Source: an optimization exercise on an open RTL-to-GDS flow (aim: small area and a short achievable clock period). Production flows keep margins and buffers that such runs may drop.
At most, simulation tests tie the RTL to the original design; equivalence was not proved.

Setup of nickel:
Design cordic, start of the top module:
module cordic (
    input  wire        clk,
    input  wire        rst,
    input  wire        valid_i,
    input  wire signed [16:0] x_i,
    input  wire signed [16:0] y_i,
    output wire        valid_o,
    output wire signed [16:0] x_o,
    output wire signed [16:0] y_o
    );
==> flow/config.mk <==
export PLATFORM = sky130hd
export DESIGN_NAME = cordic
export DESIGN_NICKNAME = cordic
export VERILOG_FILES = /design/flow/design.v
export SDC_FILE = /design/flow/constraint.sdc
export NUM_CORES = 4
export LEC_CHECK = 0
export ABC_AREA = 1
export CAP_MARGIN = 20
export CORE_MARGIN = 2
export CORE_UTILIZATION = 40
export SETUP_SLACK_MARGIN = 1.5
export SLEW_MARGIN = 20
==> flow/constraint.sdc <==
create_clock -name core_clock -period 4.6 [get_ports {clk}]
set_input_delay 0.9200 -clock core_clock [delete_from_list [all_inputs] [get_ports {clk}]]
set_output_delay 0.9200 -clock core_clock [all_outputs]
set_load 0.01 [all_outputs]
run.sh (not shown) runs the stock make flow with config.mk's settings and CLKGATE_MAP_FILE= SYNTH_SCRIPT=/design/flow/synth_recipe.tcl, a recipe that flattens the netlist after the stock synthesis.
### nickel -> garnet
- removing ABC_AREA (formerly 1)
==> comparison <==
- garnet was carried through to the last stage, and its layout satisfied the timing, design-rule and antenna checks.
- [garnet] worst setup slack fell 0.73 ns relative to nickel
- garnet vs nickel: number of DRC violations after detailed-routing iteration 0 down
- In the tables for garnet and nickel, xor and xnor fraction of the mapped netlist area reads higher with garnet.
What raven does differently from garnet at the input level:
- SETUP_SLACK_MARGIN changed from 1.5 to 1.2
- ABC_AREA newly set to 1
--- outcome ---
- Cmp garnet and raven / share of synthesized cell area in and, or, nand and nor gates / lower: garnet
- Of garnet and raven, the run reporting the lower number of buffers created by CTS was garnet.
- Looking at sum of routed wire length over all layers, raven sits 300 um higher than garnet does.
- Diff garnet..raven | met3 usage in global routing | negligible
- The die footprint of raven was inferior to that of garnet.
- Per the comparison of raven with garnet, final instance area decreased 1.9%; global-route usage now sits lower.
Function was not checked in any run of this note: the RTL went through the layout flow alone.

Another version of the RTL of cordic (not shown whole).
Size in the first run: roughly 580 flip-flops.
// cordic
module cordic (
    input  wire        clk,
    input  wire        rst,
    input  wire        valid_i,
    input  wire signed [16:0] x_i,
    input  wire signed [16:0] y_i,
    output wire        valid_o,
    output wire signed [16:0] x_o,
    output wire signed [16:0] y_o
    );
clock: 4.6 ns
lec_check: 0
cap_margin: 20
core_margin: 2
core_utilization: 40
setup_slack_margin: 2.5
slew_margin: 20
Change:
- SETUP_SLACK_MARGIN: 2.5 -> 1.0
Effect:
- The new run passed the timing, design-rule and antenna checks
- design area is lower by 19%
- worst setup slack got worse by 0.22 ns
- sequential share of layout area is higher by 5.6 points
- area after synthesis stays the same
- critical path depth is higher by 1
Change:
- SETUP_SLACK_MARGIN: 1.0 -> not set
Outcome:
- die area is unchanged
- final area drops by about 0.7%
- sequential share of layout area barely changes
- clock skew increases by 0.013 ns
- global-route usage hardly moves
- via count is about the same
- register-to-register slack got worse by 0.31 ns
No run of this note included a check of the RTL's function; only the layout flow was run.

## v13
cordic, a different RTL version from the one above (not shown whole).
For scale: about 6000 cells after synthesis, about 580 flip-flops, ~38000 µm² of cells after synthesis.
==> flow/config.mk <==
export PLATFORM = sky130hd
export DESIGN_NAME = cordic
export DESIGN_NICKNAME = cordic
export VERILOG_FILES = /design/flow/design.v
export SDC_FILE = /design/flow/constraint.sdc
export NUM_CORES = 4
export LEC_CHECK = 0
export ABC_AREA = 1
export CAP_MARGIN = 20
export CORE_MARGIN = 2
export CORE_UTILIZATION = 40
export CTS_CLUSTER_DIAMETER = 120
export CTS_CLUSTER_SIZE = 20
export SETUP_SLACK_MARGIN = 2.4
export SLEW_MARGIN = 20
==> flow/constraint.sdc <==
create_clock -name core_clock -period 4.6 [get_ports {clk}]
set_input_delay 0.9200 -clock core_clock [delete_from_list [all_inputs] [get_ports {clk}]]
set_output_delay 0.9200 -clock core_clock [all_outputs]
set_load 0.01 [all_outputs]
standard.sh (not shown) runs the stock make flow with config.mk's settings and CLKGATE_MAP_FILE= SYNTH_SCRIPT=/design/flow/synth_recipe.tcl, a recipe that flattens the netlist after the stock synthesis.
==> flow/flow/run.sh <==
#!/bin/bash
# The standard layout (standard.sh: ORFS from synthesis to the final layout), with one change:
# ADDER_MAP_FILE is empty, so ORFS's synthesis skips Yosys's full/half adder extraction and abc maps
# the adders' logic like the rest. Everything else, including the registers, is the standard flow.
set -euo pipefail
cd "$(dirname "$0")/.."
export ADDER_MAP_FILE=
bash standard.sh > standard.log 2>&1
## Diff of input files: v9 against v13
- a change of CTS_CLUSTER_SIZE from 20 to 25
- a change of SETUP_SLACK_MARGIN from 2.4 to 2.1
Findings:
- Summary: with v13 as the reference, wire length on met3 in v9 moved down by more than 10%.
- Row highest clock frequency the design can meet: v9 lower / v13 higher
- [compare] base=v13 new=v9: number of vias after detailed routing lost 2158, number of iterations in the first detailed-routing pass picked up an extra 1, number of buffers outside the clock class in the layout lost 63%.
- In the metrics for v13 and v9, the one carrying the lower final cell area excluding filler cells is v9.
- Core utilization: v9 vs v13 down 6.7 points
- When v9 is measured against v13, its final critical path time including I/O delays and setup turns out 150 ps higher.
> inputs changed (v9 -> v18)
- clearing CTS_CLUSTER_DIAMETER, which used to be 120
- swapping 2.1 for 2.0 in SETUP_SLACK_MARGIN
- clearing CTS_CLUSTER_SIZE, which used to be 25
==> flow/run.sh (new file) <==
#!/bin/bash
# synth_recipe.tcl (not shown) runs the flow's synth.tcl, then flattens the netlist and writes it again
# the make line also repeats each setting of config.mk as NAME=value (left out here)
make -C /OpenROAD-flow-scripts/flow DESIGN_CONFIG=/design/flow/config.mk WORK_HOME=/design/flow/orfs CLKGATE_MAP_FILE= SYNTH_SCRIPT=/design/flow/synth_recipe.tcl finish
removed: flow/flow/run.sh
removed: flow/standard.sh
==> comparison <==
Re global-route usage: v18 is 0.30 points down on v9.
For the number of nets in the finished design, v18 came in 1129 lower than v9 did.
Looking at destination of the critical timing path, the y_o[11] result is from v9; the rdx4$_DFF_P_ one comes from v18.
| fmax | v18 vs v9 | worse |
Comparing v9 and v18, first-iteration detailed-routing DRC count is lower on v18.
Delta (v18 minus v9): buffer share of cell area higher; worst setup slack for register-to-register paths has decreased.
What v2 does differently from v18 at the input level:
- swapping 2.0 for 1.5 in SETUP_SLACK_MARGIN
- clearing ABC_AREA, which used to be 1
Notes after the runs:
Compared to v18, v2 shows a narrower setup margin.
Clock skew: v2 and v18 compared, higher one is v18

Starting RTL as in the previous note.
Settings: LEC_CHECK=0, ABC_AREA=1, CAP_MARGIN=20, CORE_MARGIN=2, CORE_UTILIZATION=40, CTS_CLUSTER_DIAMETER=120, CTS_CLUSTER_SIZE=20, GPL_ROUTABILITY_DRIVEN=0, SETUP_SLACK_MARGIN=2.0, SLEW_MARGIN=20; clock period 4.6 ns.
==> flow/flow/run.sh <==
#!/bin/bash
# The standard layout (standard.sh: ORFS from synthesis to the final layout), with one change:
# ADDER_MAP_FILE is empty, so ORFS's synthesis skips Yosys's full/half adder extraction and abc maps
# the adders' logic like the rest. Everything else, including the registers, is the standard flow.
set -euo pipefail
cd "$(dirname "$0")/.."
export ADDER_MAP_FILE=
bash standard.sh > standard.log 2>&1
Next try:
==> flow/run.sh (new file) <==
#!/bin/bash
# synth_recipe.tcl (not shown) runs the flow's synth.tcl, then flattens the netlist and writes it again
# the make line also repeats each setting of config.mk as NAME=value (left out here)
make -C /OpenROAD-flow-scripts/flow DESIGN_CONFIG=/design/flow/config.mk WORK_HOME=/design/flow/orfs CLKGATE_MAP_FILE= SYNTH_SCRIPT=/design/flow/synth_recipe.tcl finish
- CTS_CLUSTER_DIAMETER: 120 -> not set
- CTS_CLUSTER_SIZE: 20 -> not set
- GPL_ROUTABILITY_DRIVEN: 0 -> not set
- SETUP_SLACK_MARGIN: 2.0 -> 1.5
removed: flow/flow/run.sh
removed: flow/standard.sh
What happened:
- global-route usage fell by 0.75 points
- setup slack degrades by 0.55 ns
Next try:
==> flow/flow/run.sh (new file) <==
#!/bin/bash
# The standard layout (standard.sh: ORFS from synthesis to the final layout), with one change:
# ADDER_MAP_FILE is empty, so ORFS's synthesis skips Yosys's full/half adder extraction and abc maps
# the adders' logic like the rest. Everything else, including the registers, is the standard flow.
set -euo pipefail
cd "$(dirname "$0")/.."
export ADDER_MAP_FILE=
bash standard.sh > standard.log 2>&1
==> flow/standard.sh (new file) <==
#!/bin/bash
# synth_recipe.tcl (not shown) runs the flow's synth.tcl, then flattens the netlist and writes it again
# the make line also repeats each setting of config.mk as NAME=value (left out here)
make -C /OpenROAD-flow-scripts/flow DESIGN_CONFIG=/design/flow/config.mk WORK_HOME=/design/flow/orfs CLKGATE_MAP_FILE= SYNTH_SCRIPT=/design/flow/synth_recipe.tcl "${@:-finish}"
- SETUP_SLACK_MARGIN: 1.5 -> 2.2
removed: flow/run.sh
The new run produced a clean layout.
Clock skew climbs by 0.0055 ns.
Setup slack gets better by 0.67 ns.
Via count is higher by well over a third.
Die area came out higher by a few percent.
Worst hold slack stays flat.
Next try:
- CORE_UTILIZATION: 40 -> 55
- SETUP_SLACK_MARGIN: 2.2 -> 2.0
Outcome:
- critical path depth stays the same
- final area decreases by 5.8%
- sequential cell count stays the same
- setup slack got worse by 0.24 ns
- global-route usage goes up by 6.4 points
- clock-buffer cell count came out lower by 16
- hold slack hardly moves
- die area went down by about 27%
- sequential share of layout area went up by 1.6 points
- wire length is lower by about 2.8%
- non-clock buffer count came out lower by 86

Setup of job 101:
cordic, a different RTL version from the one above (not shown whole).
Size: about 72 I/O pins, roughly 39,000 sq um of cells after synthesis.
Design cordic, start of the top module:
module cordic (
    input  wire        clk,
    input  wire        rst,
    input  wire        valid_i,
    input  wire signed [16:0] x_i,
    input  wire signed [16:0] y_i,
    output wire        valid_o,
    output wire signed [16:0] x_o,
    output wire signed [16:0] y_o
    );
clock: 4.6 ns
lec_check: 0
abc_area: 1
cap_margin: 20
core_margin: 2
core_utilization: 40
setup_slack_margin: 1.5
slew_margin: 20
run.sh (not shown) runs the stock make flow with config.mk's settings and CLKGATE_MAP_FILE= SYNTH_SCRIPT=/design/flow/synth_recipe.tcl, a recipe that flattens the netlist after the stock synthesis.
Stock flow here: none of the scripts above is used.
Job 101 has completed all stages; timing, DRC and antenna checks passed.
--- input diff job 101..job 102 ---
==> flow/flow/run.sh (new file) <==
#!/bin/bash
# The standard layout (standard.sh: ORFS from synthesis to the final layout), with one change:
# ADDER_MAP_FILE is empty, so ORFS's synthesis skips Yosys's full/half adder extraction and abc maps
# the adders' logic like the rest. Everything else, including the registers, is the standard flow.
set -euo pipefail
cd "$(dirname "$0")/.."
export ADDER_MAP_FILE=
bash standard.sh > standard.log 2>&1
==> flow/standard.sh (new file) <==
#!/bin/bash
# synth_recipe.tcl (not shown) runs the flow's synth.tcl, then flattens the netlist and writes it again
# the make line also repeats each setting of config.mk as NAME=value (left out here)
make -C /OpenROAD-flow-scripts/flow DESIGN_CONFIG=/design/flow/config.mk WORK_HOME=/design/flow/orfs CLKGATE_MAP_FILE= SYNTH_SCRIPT=/design/flow/synth_recipe.tcl "${@:-finish}"
removed: flow/run.sh
### Flow results
NOTE number of filler cells placed in the layout job 101->job 102 increased by more than 10%. Comparing job 102 with job 101, the later-pin clock latency in the skew report came out essentially unchanged. Job 102 vs job 101 — routed wire length climbed by more than 10%. Compared with job 101, job 102 has extra setup slack. Taking job 101 as the reference point, the design area of job 102 rises by 6.2%. Job 102 vs job 101, highest-delay cell along the critical path: dfxtp_1 vs a21oi_1. Job 102 against job 101: worst-case hold slack now smaller, count of clock-buffer cells in the layout now larger.
No run of this note included a check of the RTL's function; only the layout flow was run.

cordic with an RTL version that a note above also has.
For scale: roughly 580 flip-flops.
export LEC_CHECK = 0
export ABC_AREA = 1
export CAP_MARGIN = 20
export CORE_MARGIN = 2
export CORE_UTILIZATION = 40
export CTS_CLUSTER_DIAMETER = 120
export CTS_CLUSTER_SIZE = 25
export SETUP_SLACK_MARGIN = 2.2
export SLEW_MARGIN = 20
create_clock -name core_clock -period 4.6 [get_ports {clk}]
standard.sh (not shown) runs the stock make flow with config.mk's settings and CLKGATE_MAP_FILE= SYNTH_SCRIPT=/design/flow/synth_recipe.tcl, a recipe that flattens the netlist after the stock synthesis.
==> flow/flow/run.sh <==
#!/bin/bash
# The standard layout (standard.sh: ORFS from synthesis to the final layout), with one change:
# ADDER_MAP_FILE is empty, so ORFS's synthesis skips Yosys's full/half adder extraction and abc maps
# the adders' logic like the rest. Everything else, including the registers, is the standard flow.
set -euo pipefail
cd "$(dirname "$0")/.."
export ADDER_MAP_FILE=
bash standard.sh > standard.log 2>&1
The baseline produced a clean layout.
==> next run, changes <==
- CTS_CLUSTER_DIAMETER: 120 -> not set
- CTS_CLUSTER_SIZE: 25 -> not set
- SETUP_SLACK_MARGIN: 2.2 -> 2.5
The changed run ran to the end with no violations.
Synthesized area does not change.
Via count came out higher by roughly a tenth.
Global-route usage increases by 1.7 points.

== oak ==
cordic again, from the RTL that the note above started with.
clock: 4.6 ns
lec_check: 0
abc_area: 1
cap_margin: 20
core_margin: 2
core_utilization: 40
cts_cluster_diameter: 120
cts_cluster_size: 20
place_density: 0.5
setup_slack_margin: 2.1
slew_margin: 20
Scripts as last shown in full above: flow/flow/run.sh
oak | status: complete | timing, DRC, antenna: pass
Input-level comparison between pine and oak:
==> flow/run.sh (new file) <==
#!/bin/bash
# synth_recipe.tcl (not shown) runs the flow's synth.tcl, then flattens the netlist and writes it again
# the make line also repeats each setting of config.mk as NAME=value (left out here)
make -C /OpenROAD-flow-scripts/flow DESIGN_CONFIG=/design/flow/config.mk WORK_HOME=/design/flow/orfs CLKGATE_MAP_FILE= SYNTH_SCRIPT=/design/flow/synth_recipe.tcl finish
--- a/flow/config.mk
+++ b/flow/config.mk
@@ -12,4 +12 @@
-export CTS_CLUSTER_DIAMETER = 120
-export CTS_CLUSTER_SIZE = 20
-export PLACE_DENSITY = 0.5
-export SETUP_SLACK_MARGIN = 2.1
+export SETUP_SLACK_MARGIN = 1.0
removed: flow/flow/run.sh
removed: flow/standard.sh
For pine, the start point of the critical path was rdx7, unlike oak, where it was y_i[2].
| H-tree depth | pine vs oak | 1 higher |
No run among pine and oak stopped early or left any final violation; all are clean.
Between oak and pine, area share of xor/xnor cells in the synthesized design increased.
oak → pine: horizontal die dimension lost about 2%; floorplan die area fell by 3800 µm².
Maximum buffer depth of the clock tree: oak vs pine identical
Cmp pine and oak / post-route fraction of the period consumed by the critical path / higher: pine
Here is what was changed in the inputs of birch compared with pine.
==> flow/flow/run.sh (new file) <==
#!/bin/bash
# The standard layout (standard.sh: ORFS from synthesis to the final layout), with one change:
# ADDER_MAP_FILE is empty, so ORFS's synthesis skips Yosys's full/half adder extraction and abc maps
# the adders' logic like the rest. Everything else, including the registers, is the standard flow.
set -euo pipefail
cd "$(dirname "$0")/.."
export ADDER_MAP_FILE=
bash standard.sh > standard.log 2>&1
==> flow/standard.sh (new file) <==
#!/bin/bash
# synth_recipe.tcl (not shown) runs the flow's synth.tcl, then flattens the netlist and writes it again
# the make line also repeats each setting of config.mk as NAME=value (left out here)
make -C /OpenROAD-flow-scripts/flow DESIGN_CONFIG=/design/flow/config.mk WORK_HOME=/design/flow/orfs CLKGATE_MAP_FILE= SYNTH_SCRIPT=/design/flow/synth_recipe.tcl "${@:-finish}"
--- a/flow/config.mk
+++ b/flow/config.mk
@@ -12 +12 @@
-export SETUP_SLACK_MARGIN = 1.0
+export SETUP_SLACK_MARGIN = 1.5
removed: flow/run.sh
--- outcome ---
- Measured against each other, pine and birch differ in cell count along the critical path, the lower figure coming from pine.
- birch vs pine: cell area up by a few percent
- Relative to pine, global-route usage has gone up in birch.
- Layout buffer count excluding clock buffers: birch < pine
- birch ends up with a placed standard-cell area that is 1100 µm² higher than in pine.
- For number of distinct library cells after synthesis, dividing the value from birch by the value from pine gives 1.4.
Changes in maple relative to birch:
==> flow/run.sh (new file) <==
#!/bin/bash
# synth_recipe.tcl (not shown) runs the flow's synth.tcl, then flattens the netlist and writes it again
# the make line also repeats each setting of config.mk as NAME=value (left out here)
make -C /OpenROAD-flow-scripts/flow DESIGN_CONFIG=/design/flow/config.mk WORK_HOME=/design/flow/orfs CLKGATE_MAP_FILE= SYNTH_SCRIPT=/design/flow/synth_recipe.tcl finish
--- a/flow/config.mk
+++ b/flow/config.mk
@@ -8 +7,0 @@
-export ABC_AREA = 1
@@ -12 +11 @@
-export SETUP_SLACK_MARGIN = 1.5
+export SETUP_SLACK_MARGIN = 1.2
removed: flow/flow/run.sh
removed: flow/standard.sh
--- outcome ---
maple against birch: utilization of the core after routing has increased, placed instance count has decreased, core area has decreased. Layout overhead on the synthesized area (higher): maple. Global-route wire length before repair (higher): birch. No run among birch and maple stopped early or left any final violation; all are clean. Site row count in maple is 5 lower than in birch. Looking at area taken by multi-input logic gates, maple sits below birch.

==> re-timing with driven ports <==
How much do the figures lean on ideal ports? The routed layouts below were timed once more, with nothing changed but the port constraints.
Step 1 assumes that a clkbuf_16 drives the clock port and a buf_2 every other input.
Step 2 adds t to the input delays and takes it off the output delays; t is the mean of the earliest and latest rising clock arrival at the registers after step 1. Input paths then give back, and output paths get back, about the clock's delay inside the block.
Three values: ideal, step 1, step 2; two values: the first two.
run	t (ns)	setup slack, ns	worst setup path at the end	worst register clock-pin slew, ns	worst data-port slew with drivers (ns)
nickel	0.680	1.687 / 1.687 / 1.597	input to register	0.06 / 0.06	0.04
garnet	0.669	0.956 / 0.956 / 0.956	register to register	0.06 / 0.06	0.07
raven	0.689	1.497 / 1.497 / 1.497	register to register	0.06 / 0.06	0.04
the first run of note 2	0.669	1.301 / 1.301 / 1.301	register to register	0.06 / 0.06	0.05
the second run of note 2	0.657	1.078 / 1.078 / 1.078	register to register	0.06 / 0.06	0.04
the third run of note 2	0.657	0.770 / 0.770 / 0.770	register to register	0.06 / 0.06	0.04
v13	0.639	2.310 / 2.310 / 1.882	input to register	0.09 / 0.09	0.05
v9	0.683	2.161 / 2.096 / 1.684	input to register	0.10 / 0.10	0.04
v18	0.677	1.717 / 1.717 / 1.717	register to register	0.06 / 0.06	0.05
v2	0.663	1.474 / 1.474 / 1.366	input to register	0.07 / 0.07	0.06
the first run of note 4	0.623	2.178 / 2.136 / 1.628	input to register	0.09 / 0.09	0.04
the second run of note 4	0.656	1.629 / 1.629 / 1.629	register to register	0.06 / 0.06	0.05
the third run of note 4	0.673	2.295 / 2.304 / 1.661	input to register	0.07 / 0.07	0.05
the fourth run of note 4	0.692	2.051 / 2.089 / 1.397	input to register	0.07 / 0.07	0.05
job 101	0.706	1.695 / 1.695 / 1.606	input to register	0.06 / 0.06	0.07
job 102	0.701	1.773 / 1.773 / 1.406	input to register	0.06 / 0.06	0.05
the first run of note 6	0.672	2.297 / 2.297 / 1.665	input to register	0.10 / 0.10	0.05
the second run of note 6	0.682	2.291 / 2.291 / 1.929	input to register	0.06 / 0.06	0.05
oak	0.637	2.228 / 2.165 / 1.634	input to register	0.09 / 0.09	0.05
pine	0.674	1.261 / 1.261 / 1.261	register to register	0.06 / 0.06	0.05
birch	0.710	1.938 / 1.938 / 1.278	input to register	0.06 / 0.06	0.04
maple	0.659	1.357 / 1.357 / 1.357	register to register	0.06 / 0.06	0.05
After both steps every run listed still meets setup and hold. For birch, which loses most, drivers alone change the setup slack by 0.000 ns; drivers and shift together by -0.660 ns.
